Background: an optimization exercise with open tools, aiming at small area and a short achievable clock period. Do not read the settings as production practice. Function was checked by simulation only, so behaviour that the tests miss may differ from the original. Power figures rest on the tool's default switching activity, not on a simulated workload.

==> flow/design.v, too long to show whole: its modules and the start of the top module <==
// module mult: 3258 lines
// module mult_fa: 6 lines
// module mult_pgp: 6 lines
// module mult_pgp_g: 5 lines
// module mult_pgn: 6 lines
// module mult_pgn_g: 5 lines
// module mult_ha: 6 lines
// module mult_bsel: 5 lines
module mult(clock, reset, enable, mplier, mcand, ROB_num_in, dest_PRN_in, start,
            product, ROB_num_out, dest_PRN_out, done);
  // ...
==> flow/run.sh <==
#!/bin/bash
# synth_recipe.tcl (not shown) runs the flow's synth.tcl, then flattens the netlist and writes it again
# the make line also repeats each setting of config.mk as NAME=value (left out here)
make -C /OpenROAD-flow-scripts/flow DESIGN_CONFIG=/design/flow/config.mk WORK_HOME=/design/flow/orfs CLKGATE_MAP_FILE= SYNTH_SCRIPT=/design/flow/synth_recipe.tcl finish
==> flow/config.mk <==
export PLATFORM = sky130hd
export DESIGN_NAME = mult
export DESIGN_NICKNAME = mult
export VERILOG_FILES = /design/flow/design.v
export SDC_FILE = /design/flow/constraint.sdc
export NUM_CORES = 4
export LEC_CHECK = 0
export CAP_MARGIN = 20
export CORE_MARGIN = 2
export CORE_UTILIZATION = 35
export SETUP_SLACK_MARGIN = 5
export SLEW_MARGIN = 20
export SYNTH_HIERARCHICAL = 1
export SYNTH_MINIMUM_KEEP_SIZE = 0
==> flow/constraint.sdc <==
create_clock -name core_clock -period 8.0 [get_ports {clock}]
set_input_delay 1.6000 -clock core_clock [delete_from_list [all_inputs] [get_ports {clock}]]
set_output_delay 1.6000 -clock core_clock [all_outputs]
set_load 0.01 [all_outputs]
==> impl_metrics.csv, run 1 <==
group,metric,value,unit
status,status,"timing/DRC/antenna clean",
finish,seq_share,0.2558,
cts,cts_resized,753,
worst_setup_path,crit_path_cell_trace,"buf_12, buf_12, buf_16, buf_16, buf_4, a22oi_2, xnor2_2, fa_2, fa_2, fa_2",
cts,clockBufferDepth,3,
sta,hold_viol,0,
hold_path,min_path_cells,0,
cts,hold_buffers,0,
power,internal-power,22.97,mW
cts,cts_sinks,780,
logic_synthesis,ys_top_cells_by_area,"edfxtp_1 (33%), fa_1 (26%), a22oi_2 (18%)",
routing,via_per_inst,6.467,
worst_setup_path,cp_common_cell,"fa_2",
grt,grt_pass1_vias,54690,
finish,largest_class,"multi-input gates",
sta,finalSetupTns,0,ns
worst_setup_path,cp_data_required_time,8.53,ns
sta,fmax,0.3079,GHz
logic_synthesis,synth_mux_area_frac,0.0005665,
logic_synthesis,yosysWarnings,7,
finish,seq_cells,780,
logic_synthesis,ys_seq_area_frac,0.3308,
placement,preCtsSetupSlack,3.780,ns
power,pwr-share-clk,0.104,
power,switchingPower,21.46,mW
grt,grt_remaining_overflow,0,
logic_synthesis,synth_compound_area_frac,0.2205,
cts,numCtsBuffers,99,
grt,grt_max_degree,164,
routing,drcViolationCount,0,
worst_setup_path,slowest_delay,0.61,ns
logic_synthesis,ys_seq_elements,780,
logic_synthesis,synth_top_area_share,0.3297,
sta,slew_viol_final,0,
logic_synthesis,avgSynthCellArea,14.78,um^2
routing,num_vias,54790,
==> run 2, diff against run 1 <==
--- a/flow/config.mk
+++ b/flow/config.mk
@@ -7,8 +7,8 @@
 export LEC_CHECK = 0
 export CAP_MARGIN = 20
 export CORE_MARGIN = 2
-export CORE_UTILIZATION = 35
-export SETUP_SLACK_MARGIN = 5
+export CORE_UTILIZATION = 40
+export SETUP_SLACK_MARGIN = 4.5
 export SLEW_MARGIN = 20
 export SYNTH_HIERARCHICAL = 1
 export SYNTH_MINIMUM_KEEP_SIZE = 0
==> run 2 against run 1 <==
Net effect: still clean on timing, DRC and antenna; die area is 12% lower; first-iteration DRC count is 30% lower; clock skew is 0.025 ns higher; utilization is 1.0 points higher; worst hold slack better by 0.0011 ns; sequential power hardly changed; register-to-register slack worse by 0.30 ns; sequential share of layout area is 2.9 points higher; power is 7.9% lower; wire length is 22% lower; worst setup slack worse by 0.30 ns; synthesized cell count stayed put; largest cell class unchanged.
==> impl_metrics.csv, run 2 <==
group,metric,value,unit
sta,post-route-period-util,0.4436,
die,start_util,0.4018,
sta,period_minus_slack,3.549,ns
logic_synthesis,netlist_area,70680,um^2
power,p_per_area,498.5,nW/um^2
cts,cts.clk_slew.worst_paths,0.08,ns
die,coreArea,175900,um^2
cts,numCtsBuffers,97,
logic_synthesis,synth_compound_area_frac,0.2205,
die,die_h,424.3,um
die,num_io_pins,223,
sta,relSlewSlack,0.1533,
finish,mostFrequentLayoutCells,"xnor2_1 (1126), a22oi_2 (1024), edfxtp_1 (776)",
placement,gp_congestion,0.9473,
logic_synthesis,avgSynthCellArea,14.78,um^2
routing,drcViolationCount,0,
logic_synthesis,yosys.area_share.simple,0.02048,
power,p_leak,25.50,nW
cts,hold_buffers,0,
grt,grt_max_degree,168,
placement,port_buffers,222,
die,fp-row-count,154,
finish,area_growth,16.18,%
routing,via_per_inst,6.255,
logic_synthesis,ys_seq_elements,780,
worst_setup_path,cp_data_required_time,8.48,ns
finish,final_nets,6484,
cts,cts_max_level,3,
logic_synthesis,synth_cell_type_count,25,
sta,fmax,0.2818,GHz
cts,cts_tree,"yes",
logic_synthesis,ys_top_cells_by_count,"xnor2_1 (1127), a22oi_2 (1024), fa_1 (907)",
logic_synthesis,yosysWarnings,7,
sta,hold_viol,0,
hold_path,hp-class,"reg -> reg",
logic_synthesis,synth_mux_area_frac,0.0005665,
placement,preCtsSetupSlack,4.111,ns
cts,insertion_delay,0.77,ns
sta,rsz0062_at_grt,"true",
finish,reg.largest.list,"p4 x64, x1 x64",
sta,slew_viol_final,0,
worst_setup_path,cp-start-kind,"flop",
logic_synthesis,yosysTopAreaCell,"edfxtp_1",
finish,drive_gt1_frac,0.3712,
routing,postRouteAntennaNets,0,
logic_synthesis,synth_xor_area_frac,0.1503,
logic_synthesis,ys_seq_area_frac,0.3308,
grt,track_usage,0.3102,
cts,clock-root-buffer,"clkbuf_16",
grt,grt_pass1_vias,51810,
routing,routedWlPerCell,36.17,um
die,die_area,180100,um^2
sta,setup_viol,0,
routing,drt_pass1_iterations,6,
grt,grt_pass1_wl,393900,um
logic_synthesis,synth_top_family_by_area,"adder cells",
die,dieWidth,424.3,um
logic_synthesis,synth-async-reset-ratio,0,
grt,antenna_found_initial,11,
finish,layout_commonest_cell,"xnor2_1",
finish,n_fill_cell,15500,
cts,clockBufferDepth,3,
worst_setup_path,cp.arrival,4.03,ns
logic_synthesis,synthAdderAreaFrac,0.2760,
worst_setup_path,worstSetupPathType,"reg -> reg",
logic_synthesis,ys_top_cells_by_area,"edfxtp_1 (33%), fa_1 (26%), a22oi_2 (18%)",
worst_setup_path,end_kind,"flop",
logic_synthesis,synth_edf_count,776,
sta,finalSetupTns,0,ns
sta,setup_slack,4.451,ns
grt,grt_remaining_overflow,0,
placement,hpwl,180400,um
sta,worst_pin_slew,1.270,ns
power,ir_drop,445.4,uV
sta,finClkSkew,0.07043,ns
logic_synthesis,synth_top_area_share,0.3297,
cts,cts_sinks,780,
routing,drt_iter0_drc,5532,
logic_synthesis,synth_flop_cell,"edfxtp_1",
logic_synthesis,synth_cells,4782,
routing,totalWireLength,280200,um
routing,num_vias,48460,
logic_synthesis,synth_most_common_cell,"xnor2_1",
flow_run,drv_cap,0,
worst_setup_path,critPathMaxFanout,36,
status,status,"timing/DRC/antenna clean",
## run 2: path summary, 6_finish.rpt
| path | to | slack [ns] | depth (start not counted) | start |
|---|---|---|---|---|
| worst min-delay path | prn4[0]$_DFFE_PP_ | 0.42 | 0 | prn3[0]$_DFFE_PP_ |
| worst max register to register | r2_223$_DFFE_PP_ | 4.45 | 6 | one1[12]$_DFFE_PP_ |
| worst min register to register | prn4[0]$_DFFE_PP_ | 0.42 | 0 | prn3[0]$_DFFE_PP_ |
| worst max-delay path | r2_223$_DFFE_PP_ | 4.45 | 6 | one1[12]$_DFFE_PP_ |
## run 2: through the flow
step	hold WS, ns	util	total power, mW	area, um^2	instances
after floorplan	0.4003	-	24.23	71590	4797
after global routing	0.4221	0.4667	43.32	82110	7744
final	0.4152	0.4668	40.93	82120	7748
after global placement	0.4009	0.4449	35.29	78270	7545
after detailed placement	0.4045	0.4449	35.76	78270	7545
after CTS	0.4165	0.4654	40.38	81870	7733
## run 2: repair_timing
| item | CTS | global route |
|---|---|---|
| endpoints found under the hold margin | 0 | 0 |
| buffers inserted | 9 | 11 |
| gates resized for setup | 92 | 51 |
| setup endpoints to repair | 227 | 50 |
## run 2: kinds of logic after synthesis
family / after synthesis
AND/OR/NAND/NOR: 381
XOR/XNOR: 1209
other: 1
AO/OA/AOI/OAI: 1371
flip-flops: 780
buffers and inverters: 21
adder cells (fa/ha/maj): 1015
multiplexers: 4
## run 2: cell type report
| type | count | area, um^2 | area share |
|---|---|---|---|
| antenna | 4 | 10.01 | 0.0001219 |
| clock buffer | 115 | 2516 | 0.03064 |
| clock inverter | 64 | 665.6 | 0.008106 |
| inverter | 16 | 60.06 | 0.0007314 |
| multi-input combinational | 3996 | 48140 | 0.5862 |
| sequential | 780 | 23380 | 0.2848 |
| tap | 2340 | 2928 | 0.03565 |
| timing repair buffer | 433 | 4417 | 0.05379 |
## run 2: Yosys stat by module, one instance, submodules excluded
module      cells  flip-flops and latches
mult         1206                     780
mult_ha         1                       0
mult_bsel       2                       0
mult_fa         1                       0
mult_pgp_g      1                       0
mult_pgn        2                       0
mult_pgn_g      1                       0
mult_pgp        2                       0
## run 2: per-layer routing
| metal | vias to the layer above | global-route usage | wire [um] |
|---|---|---|---|
| li1 | 18860 | - | - |
| met4 | 6 | 0.1542 | 15880 |
| met3 | 905 | 0.09317 | 31920 |
| met5 | - | 0 | 184 |
| met1 | 25280 | 0.3954 | 106800 |
| met2 | 3411 | 0.4800 | 125400 |
## run 2: worst max-delay path, cell delays in order, from the launching register on
cell and delay, ns:
edfxtp_1 0.58, buf_6 0.56, a22oi_2 0.18, xnor2_1 0.19, fa_1 0.48, fa_1 0.72
fa_2 0.48
## run 2: report_power, final
part / leakage, nW / switching (mW) / internal, mW
Sequential: 7.62 / 0.965 / 8.29
Combinational: 16.4 / 16.5 / 10.7
Clock: 1.52 / 1.92 / 2.56
Total: 25.5 / 19.4 / 21.5
==> run 3, diff against run 2 <==
--- a/flow/config.mk
+++ b/flow/config.mk
@@ -8,7 +8,7 @@
 export CAP_MARGIN = 20
 export CORE_MARGIN = 2
 export CORE_UTILIZATION = 40
-export SETUP_SLACK_MARGIN = 4.5
+export SETUP_SLACK_MARGIN = 4.8
 export SLEW_MARGIN = 20
 export SYNTH_HIERARCHICAL = 1
 export SYNTH_MINIMUM_KEEP_SIZE = 0
==> run 3 against run 2 <==
Net effect: sequential power is 0.8% lower; still clean on timing, DRC and antenna; global-route usage is 1.2 points higher; sequential share of layout area decreased by 0.73 points; flip-flop and latch count unchanged; critical path type unchanged.
==> impl_metrics.csv, run 3 <==
group,metric,value,unit
cts,clock-root-buffer,"clkbuf_16",
grt,track_usage,0.3221,
placement,gp_congestion,0.9681,
worst_setup_path,cp.arrival,3.73,ns
cts,clockBufferDepth,3,
sta,worst_pin_slew,1.027,ns
sta,rsz0062_at_grt,"true",
power,ir_drop,455.5,uV
logic_synthesis,ys_seq_elements,780,
sta,setup_viol,0,
finish,reg.largest.list,"p4 x64, x1 x64",
grt,antenna_found_initial,13,
worst_setup_path,cp_common_cell,"fa_1",
sta,period_minus_slack,3.252,ns
sta,relSlewSlack,0.3154,
placement,port_buffers,222,
die,num_io_pins,223,
routing,drt_iter0_drc,6125,
logic_synthesis,synth_top_area_share,0.3297,
logic_synthesis,netlist_area,70680,um^2
worst_setup_path,slowest_stage,"fa_1",
worst_setup_path,slowest_delay,0.61,ns
die,coreArea,175900,um^2
routing,postRouteAntennaNets,0,
routing,via_per_inst,6.377,
worst_setup_path,worstSetupPathType,"reg -> reg",
status,status,"timing/DRC/antenna clean",
die,fp-row-count,154,
placement,hpwl,178400,um
cts,cts_tree,"yes",
cts,hold_buffers,0,
die,die_h,424.3,um
sta,fmax,0.3075,GHz
logic_synthesis,yosysTopAreaCell,"edfxtp_1",
cts,cts_max_level,3,
finish,layout_commonest_cell,"xnor2_1",
power,p_leak,26.62,nW
logic_synthesis,ys_top_cells_by_count,"xnor2_1 (1127), a22oi_2 (1024), fa_1 (907)",
logic_synthesis,synth_cell_type_count,25,
worst_setup_path,end_kind,"flop",
finish,area_growth,19.23,%
cts,insertion_delay,0.78,ns
grt,grt_pass1_vias,52450,
cts,cts.clk_slew.worst_paths,0.06,ns
routing,num_vias,49670,
finish,mostFrequentLayoutCells,"xnor2_1 (1119), a22oi_2 (1024), edfxtp_1 (776)",
routing,totalWireLength,301600,um
routing,drcViolationCount,0,
hold_path,hp-class,"reg -> reg",
routing,routedWlPerCell,38.72,um
worst_setup_path,reg2reg_setup_slack,4.75,ns
sta,post-route-period-util,0.4065,
logic_synthesis,avgSynthCellArea,14.78,um^2
worst_setup_path,cp_data_required_time,8.48,ns
grt,grt_pass1_wl,406300,um
sta,finalSetupTns,0,ns
logic_synthesis,synth_edf_count,776,
flow_run,drv_cap,0,
worst_setup_path,crit_path_cell_trace,"buf_4, a22oi_2, xnor2_1, fa_1, fa_1, fa_2",
logic_synthesis,yosysWarnings,7,
routing,drt_pass1_iterations,6,
worst_setup_path,cp-start-kind,"flop",
logic_synthesis,synth_cells,4782,
finish,drive_gt1_frac,0.3826,
power,p_per_area,497.7,nW/um^2
die,dieWidth,424.3,um
sta,slew_viol_final,0,
logic_synthesis,ys_top_cells_by_area,"edfxtp_1 (33%), fa_1 (26%), a22oi_2 (18%)",
die,die_area,180100,um^2
grt,grt_max_degree,185,
sta,hold_viol,0,
sta,finClkSkew,0.05037,ns
cts,cts_sinks,780,
finish,final_util,0.4790,
logic_synthesis,synth_flop_cell,"edfxtp_1",
finish,final_nets,6528,
cts,numCtsBuffers,97,
worst_setup_path,critPathMaxFanout,28,
logic_synthesis,ys_seq_area_frac,0.3308,
logic_synthesis,synth_most_common_cell,"xnor2_1",
grt,grt_remaining_overflow,0,
logic_synthesis,synth-async-reset-ratio,0,
die,start_util,0.4018,
[run 3: cell counts after synthesis]
No cell type changed its count.
[run 3: metal layers]
layer	vias up	share of wire	track usage
met2	3687	0.43	0.4899
met5	-	0.00043	0.005556
met4	10	0.078	0.1952
met3	1180	0.12	0.09832
met1	25810	0.37	0.4028
li1	18970	-	-
[run 3: where the power goes]
group / internal [mW] / switching (mW)
Clock: 2.55 / 1.92
Sequential: 8.28 / 0.902
Combinational: 11.2 / 17.1
Total: 22.0 / 19.9
[run 3: repair_timing]
item,in CTS,in global routing
resized for setup,357,106
buffers inserted,23,14
gates cloned,14,18
pin swaps,0,15
setup endpoints to repair,425,89
endpoints found under the hold margin,0,0
[run 3: layout make-up]
cell class	count	area [um^2]
antenna	3	7.507
clock buffer	110	2497
clock inverter	66	686.9
fill	15280	91650
inverter	16	60.06
multi-input combinational	3996	48390
sequential	780	23380
tap	2340	2928
timing repair buffer	477	6324
[run 3: worst max-delay path, delay by kind of cell, from the launching register on]
| kind | cells | cell delay (ns) |
|---|---|---|
| adder cells (fa/ha/maj) | 3 | 1.60 |
| flip-flops | 1 | 0.32 |
| XOR/XNOR | 1 | 0.19 |
| buffers and inverters | 1 | 0.60 |
| AO/OA/AOI/OAI | 1 | 0.19 |
[run 3: final timing paths]
kind                 startpoint                to  depth (start not counted)
max          one1[18]$_DFFE_PP_  r2_223$_DFFE_PP_                          6
min              r2_0$_DFFE_PP_    r3_0$_DFFE_PP_                          0
max reg2reg  one1[18]$_DFFE_PP_  r2_223$_DFFE_PP_                          6
min reg2reg      r2_0$_DFFE_PP_    r3_0$_DFFE_PP_                          0
[run 3: Yosys stat by module, one instance, submodules excluded]
module,area [um^2],flops+latches,times used
mult_pgp,12.51,0,147
mult_bsel,21.27,0,1024
mult_ha,12.51,0,53
mult_fa,20.02,0,907
mult,26520,780,1
mult_pgn_g,5.005,0,41
mult_pgn,12.51,0,106
mult_pgp_g,8.758,0,21
[run 3: cells by family (layout without fill, tap and decap cells)]
group	Yosys count	after routing	synth area share
AOI/OAI and AO/OA	1371	1371	0.2205
xor gates and xnor gates	1209	1209	0.1503
adders and majority gates	1015	1015	0.2760
DFF	780	780	0.3308
and+or+nand+nor	381	381	0.02048
buffers and inverters	21	669	0.001221
muxes	4	4	0.0005665
other	1	19	0.00005306
[run 3: through the flow]
stage               hold slack (ns)  cell area [um^2]  setup slack [ns]  power, mW  instances
finish                       0.4168             84270             4.748      41.94       7788
detailed placement           0.4045             78230             4.099      35.83       7540
CTS                          0.4170             83240             4.656      40.70       7753
floorplan                    0.4003             71610             3.778      24.23       4797
global placement             0.4005             78230             4.116      35.46       7540
global route                 0.4204             84260             4.777      44.07       7785
==> run 4, diff against run 3 <==
==> flow/config.mk (replaced) <==
export PLATFORM = sky130hd
export DESIGN_NAME = mult
export DESIGN_NICKNAME = mult
export VERILOG_FILES = /design/flow/design.v
export SDC_FILE = /design/flow/constraint.sdc
export NUM_CORES = 4
export LEC_CHECK = 0
export CAP_MARGIN = 0
export CORE_MARGIN = 2
export CORE_UTILIZATION = 50
export PLACE_DENSITY = 0.7
export SETUP_SLACK_MARGIN = 4.8
export SLEW_MARGIN = 0
export SYNTH_HIERARCHICAL = 1
export SYNTH_MINIMUM_KEEP_SIZE = 0
==> run 4 against run 3 <==
Net effect: still clean; sequential share of layout area rose by 0.28 points; die area fell by 20%; synthesized cell count did not move; sequential power rose by 0.5%; largest power group unchanged; highest routed layer unchanged.
==> impl_metrics.csv, run 4 <==
group,metric,value,unit
cts,clock-root-buffer,"clkbuf_16",
die,dieWidth,380.0,um
logic_synthesis,yosysTopAreaCell,"edfxtp_1",
finish,seq_area,23380,um^2
cts,hold_buffers,0,
hold_path,min_to,"rob2[2]$_DFFE_PP_",
hold_path,worstHoldStart,"rob1[2]$_DFFE_PP_",
logic_synthesis,synth_edf_count,776,
worst_setup_path,slowest_stage,"fa_2",
worst_setup_path,cp_common_cell,"fa_2",
cts,cts_sinks,780,
power,internal-power,21.80,mW
routing,totalWireLength,287500,um
power,ir_drop,723.4,uV
sta,period_minus_slack,3.246,ns
sta,finalSetupTns,0,ns
power,pwr-share-comb,0.671,
power,pwr-share-clk,0.106,
logic_synthesis,avgSynthCellArea,14.78,um^2
finish,layout_commonest_cell,"xnor2_1",
routing,routedWlPerCell,39.30,um
finish,final_util,0.5965,
logic_synthesis,synth_most_common_cell,"xnor2_1",
power,switchingPower,19.57,mW
cts,cts_tree,"yes",
worst_setup_path,reg2reg_setup_slack,4.75,ns
logic_synthesis,ys_seq_elements,780,
finish,postLayoutCellArea,83430,um^2
status,status,"timing/DRC/antenna clean",
worst_setup_path,reg2reg_depth,6,
finish,drive_gt1_frac,0.3828,
die,num_io_pins,223,
worst_setup_path,crit_path_cell_trace,"buf_12, a22oi_2, xnor2_1, fa_1, fa_2, fa_2",
worst_setup_path,cp_top_family,"adder cells",
sta,slew_viol_final,0,
flow_run,drv_cap,0,
placement,gp_congestion,0.9742,
die,coreArea,139900,um^2
sta,relSlewSlack,0.2877,
finish,n_fill_cell,10970,
logic_synthesis,synth_cells,4782,
placement,port_buffers,222,
die,die_area,144400,um^2
logic_synthesis,synth_cell_type_count,25,
sta,hold_viol,0,
routing,num_vias,50640,
finish,multi_input_comb_area,48390,um^2
power,seqPwrFrac,0.223,
routing,drt_iter0_drc,6638,
sta,finClkSkew,0.04549,ns
routing,drt_pass1_iterations,7,
power,power,41.37,mW
logic_synthesis,ys_top_cells_by_area,"edfxtp_1 (33%), fa_1 (26%), a22oi_2 (18%)",
routing,postRouteAntennaNets,0,
power,p_leak,26.52,nW
logic_synthesis,yosysWarnings,7,
worst_setup_path,end_kind,"flop",
finish,area_growth,18.04,%
grt,grt_pass1_wl,389300,um
worst_setup_path,reg2reg_to,"r2_338$_DFFE_PP_",
routing,via_per_inst,6.923,
sta,post-route-period-util,0.4058,
power,p_per_area,495.8,nW/um^2
cts,cts.clk_slew.worst_paths,0.06,ns
worst_setup_path,slowest_delay,0.62,ns
logic_synthesis,synth_top_area_share,0.3297,
finish,reg.largest.list,"p4 x64, x1 x64",
logic_synthesis,ys_top_cells_by_count,"xnor2_1 (1127), a22oi_2 (1024), fa_1 (907)",
cts,cts_max_level,3,
grt,grt_pass1_vias,52560,
die,die_h,380.0,um
worst_setup_path,reg2reg_from,"x1[6]$_DFFE_PP_",
worst_setup_path,critPathMaxFanout,58,
grt,grt_remaining_overflow,0,
logic_synthesis,synth-async-reset-ratio,0,
worst_setup_path,worstSetupPathType,"reg -> reg",
routing,drcViolationCount,0,
finish,mostFrequentLayoutCells,"xnor2_1 (1118), a22oi_2 (1024), edfxtp_1 (776)",
sta,setup_viol,0,
logic_synthesis,synth_flop_cell,"edfxtp_1",
logic_synthesis,ys_seq_area_frac,0.3308,
placement,place_area,77580,um^2
sta,worst_pin_slew,1.068,ns
sta,fmax,0.3081,GHz
hold_path,hp-class,"reg -> reg",
power,p_sw_frac,0.4731,
die,start_util,0.5053,
sta,rsz0062_at_grt,"true",
hold_path,min_path_cells,0,
worst_setup_path,cp.arrival,3.74,ns
cts,clockBufferDepth,3,
finish,final_nets,6519,
die,fp-row-count,137,
worst_setup_path,path_buf_inv,1,
worst_setup_path,cp_data_required_time,8.49,ns
grt,antenna_found_initial,8,
logic_synthesis,netlist_area,70680,um^2
grt,track_usage,0.3801,
worst_setup_path,cp-start-kind,"flop",
placement,hpwl,168900,um
grt,grt_max_degree,178,
cts,numCtsBuffers,92,
cts,insertion_delay,0.76,ns
[run 4: cell counts after synthesis]
Identical to the previous run, type by type.
[run 4: per-layer routing]
metal | part of all wire | global-route usage | up-vias
li1 | - | - | 18970
met1 | 0.35 | 0.4804 | 25730
met2 | 0.42 | 0.5596 | 4545
met3 | 0.15 | 0.1409 | 1386
met4 | 0.083 | 0.2233 | 16
met5 | 0.00058 | 0.0009921 | -
[run 4: timing repair]
item                       in CTS  in global routing
setup endpoints to repair     423                 79
pin swaps                       4                  8
setup buffers                  22                 16
gates cloned                   12                 22
resized for setup             353                104
[run 4: power by group through the flow]
stage | Sequential [mW] | Combinational, mW | Clock (mW)
final | 9.23 | 27.7 | 4.40
after global routing | 9.37 | 29.2 | 4.59
after CTS | 9.21 | 26.2 | 4.44
after detailed placement | 9.32 | 25.8 | 0
after global placement | 9.28 | 25.2 | 0
after floorplan | 9.76 | 14.5 | 0
[run 4: through the flow]
stage | hold slack, ns | setup slack (ns) | std cells
2_1_floorplan | 0.4003 | 3.778 | 4797
3_3_place_gp | 0.4008 | 3.948 | 7069
3_5_place_dp | 0.4045 | 3.940 | 7069
4_1_cts | 0.4156 | 4.800 | 7271
5_1_grt | 0.4186 | 4.762 | 7309
6_report | 0.4162 | 4.754 | 7315
[run 4: logic make-up after synthesis]
| kind of cell | Yosys count | synth area share |
|---|---|---|
| AOI/OAI and AO/OA | 1371 | 0.2205 |
| xor gates and xnor gates | 1209 | 0.1503 |
| adders and majority gates | 1015 | 0.2760 |
| buffers and inverters | 21 | 0.001221 |
| DFF | 780 | 0.3308 |
| muxes | 4 | 0.0005665 |
| other | 1 | 0.00005306 |
| and+or+nand+nor | 381 | 0.02048 |
[run 4: Yosys stat by module (local to each module, per instance), excerpt]
module / flops+latches / cell area, um^2
mult_pgn: 0 / 12.51
mult_ha: 0 / 12.51
mult_pgp_g: 0 / 8.758
mult_fa: 0 / 20.02
mult_pgn_g: 0 / 5.005
mult: 780 / 26520
[run 4: layout make-up]
cell class	instances	area share
Inverter	16	0.0007199
Clock buffer	104	0.02813
Timing Repair Buffer	473	0.07356
Multi-Input combinational cell	3996	0.5800
Clock inverter	64	0.009043
Sequential cell	780	0.2803
Tap cell	1876	0.02813
Antenna cell	6	0.0001800
[run 4: how the worst max path moves through the flow]
stage,from,end,cells past startpoint
6_report,x1[6]$_DFFE_PP_,r2_338$_DFFE_PP_,6
5_1_grt,neg1[0]$_DFFE_PP_,r2_231$_DFFE_PP_,6
4_1_cts,p4[21]$_DFFE_PP_,product[21],1
3_5_place_dp,one1[11]$_DFFE_PP_,r2_214$_DFFE_PP_,6
3_3_place_gp,one1[11]$_DFFE_PP_,r2_214$_DFFE_PP_,6
2_1_floorplan,one1[1]$_DFFE_PP_,r2_328$_DFFE_PP_,5
==> run 5, diff against run 4 <==
--- a/flow/config.mk
+++ b/flow/config.mk
@@ -9,7 +9,7 @@
 export CORE_MARGIN = 2
 export CORE_UTILIZATION = 50
 export PLACE_DENSITY = 0.7
-export SETUP_SLACK_MARGIN = 4.8
+export SETUP_SLACK_MARGIN = 4.7
 export SLEW_MARGIN = 0
 export SYNTH_HIERARCHICAL = 1
 export SYNTH_MINIMUM_KEEP_SIZE = 0
==> run 5 against run 4 <==
Net effect: still clean; wire length is 6.2% lower; register-to-register slack got worse by 0.08 ns; worst setup slack got worse by 0.082 ns; global-route usage fell by 1.0 points.
==> impl_metrics.csv, run 5 <==
group,metric,value,unit
cts,numCtsBuffers,94,
die,start_util,0.5053,
sta,finalSetupTns,0,ns
finish,area_growth,16.55,%
power,p_leak,25.82,nW
sta,post-route-period-util,0.4160,
die,coreArea,139900,um^2
worst_setup_path,critPathMaxFanout,20,
sta,finClkSkew,0.04032,ns
worst_setup_path,reg2reg_from,"x1[44]$_DFFE_PP_",
die,die_area,144400,um^2
logic_synthesis,ys_seq_elements,780,
routing,drcViolationCount,0,
placement,gp_congestion,0.9468,
finish,multi_input_comb_area,48280,um^2
logic_synthesis,synth_edf_count,776,
worst_setup_path,cp-start-kind,"flop",
power,p_per_area,501.8,nW/um^2
finish,n_fill_cell,11040,
finish,layout_commonest_cell,"xnor2_1",
routing,totalWireLength,269700,um
worst_setup_path,cp_common_cell,"fa_2",
logic_synthesis,synth_flop_cell,"edfxtp_1",
hold_path,hp-class,"reg -> reg",
cts,cts_max_level,3,
sta,slew_viol_final,0,
routing,drt_iter0_drc,6668,
logic_synthesis,synth_most_common_cell,"xnor2_1",
worst_setup_path,worstSetupPathType,"reg -> reg",
cts,insertion_delay,0.75,ns
flow_run,drv_cap,0,
cts,clockBufferDepth,3,
logic_synthesis,netlist_area,70680,um^2
logic_synthesis,synth_cells,4782,
worst_setup_path,slowest_stage,"xnor2_1",
logic_synthesis,ys_top_cells_by_count,"xnor2_1 (1127), a22oi_2 (1024), fa_1 (907)",
worst_setup_path,reg2reg_setup_slack,4.67,ns
cts,cts_sinks,780,
routing,met1_length,96670,um
routing,routedWlPerCell,37.09,um
logic_synthesis,synth-async-reset-ratio,0,
routing,dr_wl_met2,116900,um
grt,grt_max_degree,159,
routing,routed.top_layer,"met5",
sta,setup_viol,0,
worst_setup_path,reg2reg_to,"r2_327$_DFFE_PP_",
hold_path,worstHoldStart,"r2_16$_DFFE_PP_",
finish,seq_area,23380,um^2
routing,postRouteAntennaNets,0,
placement,hpwl,171800,um
cts,cts.clk_slew.worst_paths,0.06,ns
status,status,"timing/DRC/antenna clean",
worst_setup_path,slowest_delay,0.60,ns
worst_setup_path,path_buf_inv,1,
logic_synthesis,ys_seq_area_frac,0.3308,
cts,cts_tree,"yes",
die,fp-row-count,137,
sta,fmax,0.3005,GHz
routing,via_per_inst,6.786,
sta,relSlewSlack,0.2630,
worst_setup_path,crit_path_cell_trace,"buf_4, a22oi_2, xnor2_1, fa_1, fa_2, fa_2",
worst_setup_path,end_kind,"flop",
sta,worst_pin_slew,1.106,ns
logic_synthesis,synth_top_area_share,0.3297,
sta,period_minus_slack,3.328,ns
routing,num_vias,49340,
die,die_h,380.0,um
worst_setup_path,cp_data_required_time,8.48,ns
finish,drive_gt1_frac,0.3751,
die,dieWidth,380.0,um
hold_path,min_to,"r3_11$_DFFE_PP_",
cts,clock-root-buffer,"clkbuf_16",
placement,port_buffers,222,
grt,track_usage,0.3701,
finish,final_nets,6482,
logic_synthesis,ys_top_cells_by_area,"edfxtp_1 (33%), fa_1 (26%), a22oi_2 (18%)",
cts,hold_buffers,0,
worst_setup_path,cp.arrival,3.81,ns
routing,drt_pass1_iterations,6,
worst_setup_path,cp_top_family,"adder cells",
logic_synthesis,yosysWarnings,7,
worst_setup_path,reg2reg_depth,6,
grt,grt_pass1_wl,381200,um
sta,rsz0062_at_grt,"false",
logic_synthesis,synth_cell_type_count,25,
sta,hold_viol,0,
logic_synthesis,yosysTopAreaCell,"edfxtp_1",
grt,antenna_found_initial,16,
grt,grt_remaining_overflow,0,
die,num_io_pins,223,
grt,grt_pass1_vias,52610,
finish,reg.largest.list,"p4 x64, x1 x64",
hold_path,min_path_cells,0,
logic_synthesis,avgSynthCellArea,14.78,um^2
power,ir_drop,468.6,uV
routing,wl_met3,37380,um
power,power,41.33,mW
finish,mostFrequentLayoutCells,"xnor2_1 (1121), a22oi_2 (1024), edfxtp_1 (776)",
==> run 5: cell counts after synthesis <==
Identical to the previous run, type by type.
==> run 5: modules after synthesis, one instance, submodules excluded, a selection <==
module      copies in the design  cells  flops+latches
mult_pgp                     147      2              0
mult_pgp_g                    21      1              0
mult_fa                      907      1              0
mult_bsel                   1024      2              0
mult                           1   1206            780
mult_pgn_g                    41      1              0
==> run 5: repair_timing <==
| item | in CTS | in global routing |
|---|---|---|
| pin swaps | 0 | 6 |
| cloned | 1 | 4 |
| setup endpoints to repair | 338 | 72 |
| gates resized for setup | 209 | 91 |
| endpoints found under the hold margin | 0 | 0 |
| buffers inserted | 22 | 6 |
==> run 5: cell families after synthesis <==
| group | Yosys count | synth area share |
|---|---|---|
| XOR/XNOR | 1209 | 0.1503 |
| adder cells (fa/ha/maj) | 1015 | 0.2760 |
| buffers and inverters | 21 | 0.001221 |
| multiplexers | 4 | 0.0005665 |
| flip-flops | 780 | 0.3308 |
| other | 1 | 0.00005306 |
| AND/OR/NAND/NOR | 381 | 0.02048 |
| AO/OA/AOI/OAI | 1371 | 0.2205 |
==> run 5: where the power goes <==
group          internal, mW  leakage [nW]  switching, mW
clock                  2.62          1.53           1.90
sequential             8.28          7.62          0.923
combinational          11.0          16.7           16.6
total                  21.9          25.8           19.5
==> run 5: routing by layer <==
layer / vias up / GRT usage
met3: 1064 / 0.1371
met2: 4121 / 0.5559
li1: 18850 / -
met5: - / 0
met4: 18 / 0.2021
met1: 25290 / 0.4643
==> run 5: stage by stage <==
stage               area [um^2]  utilization  std cells  hold slack, ns  worst slack, ns
finish                    82370       0.5889       7271          0.4127            4.672
global route              82370       0.5889       7269          0.4258            4.692
CTS                       81840       0.5851       7259          0.4178            4.590
detailed placement        77550       0.5544       7069          0.4045            3.987
global placement          77550       0.5544       7069          0.4011            3.997
floorplan                 71610            -       4797          0.4003            3.778
==> run 5: worst max path at each step <==
stage,start,end,slack [ns],cells past startpoint
2_1_floorplan,one1[1]$_DFFE_PP_,r2_328$_DFFE_PP_,3.78,5
3_3_place_gp,x1[0]$_DFFE_PP_,r2_41$_DFFE_PP_,4.00,6
3_5_place_dp,x1[0]$_DFFE_PP_,r2_41$_DFFE_PP_,3.99,6
4_1_cts,neg1[1]$_DFFE_PP_,r2_22$_DFFE_PP_,4.59,6
5_1_grt,one1[5]$_DFFE_PP_,r2_223$_DFFE_PP_,4.69,7
6_report,x1[44]$_DFFE_PP_,r2_327$_DFFE_PP_,4.67,6
==> run 5: area by class of cell <==
class,count,area share
antenna,2,0.00006076
multi-input combinational,3996,0.5862
timing repair buffer,434,0.06185
clock buffer,110,0.02954
inverter,16,0.0007291
clock inverter,57,0.009281
sequential,780,0.2839
tap,1876,0.02850

-- afterwards: timing with drivers on the ports --
The results above use ideal ports. As a check the final layouts listed here were re-extracted and re-timed, cells and wires unchanged. Step 1 assumes that a clkbuf_16 drives the clock port and a buf_2 every other input. Step 2 also shifts input and output timing later by t, the mid clock arrival at the registers, as if the neighbouring blocks saw the same clock. a / b / c = ideal ports / drivers / drivers and shift; a / b = the first two.
run	t (ns)	slack for setup (ns)	latest minus earliest clock arrival (ns)	slew at the worst register clock pin (ns)	cell pins on the clock port's net
run 1	0.881	4.752 / 4.741 / 4.230	0.055 / 0.055	0.07 / 0.07	1
run 2	0.821	4.451 / 4.451 / 4.261	0.072 / 0.073	0.08 / 0.08	1
run 3	0.835	4.748 / 4.724 / 4.278	0.052 / 0.052	0.07 / 0.07	1
run 4	0.823	4.754 / 4.699 / 4.306	0.049 / 0.049	0.07 / 0.07	1
run 5	0.802	4.672 / 4.671 / 4.445	0.047 / 0.047	0.07 / 0.07	1
After both steps every run listed still meets setup and hold. The setup slack of run 1, which loses most, moves by -0.011 ns with the drivers and by -0.522 ns with both steps.
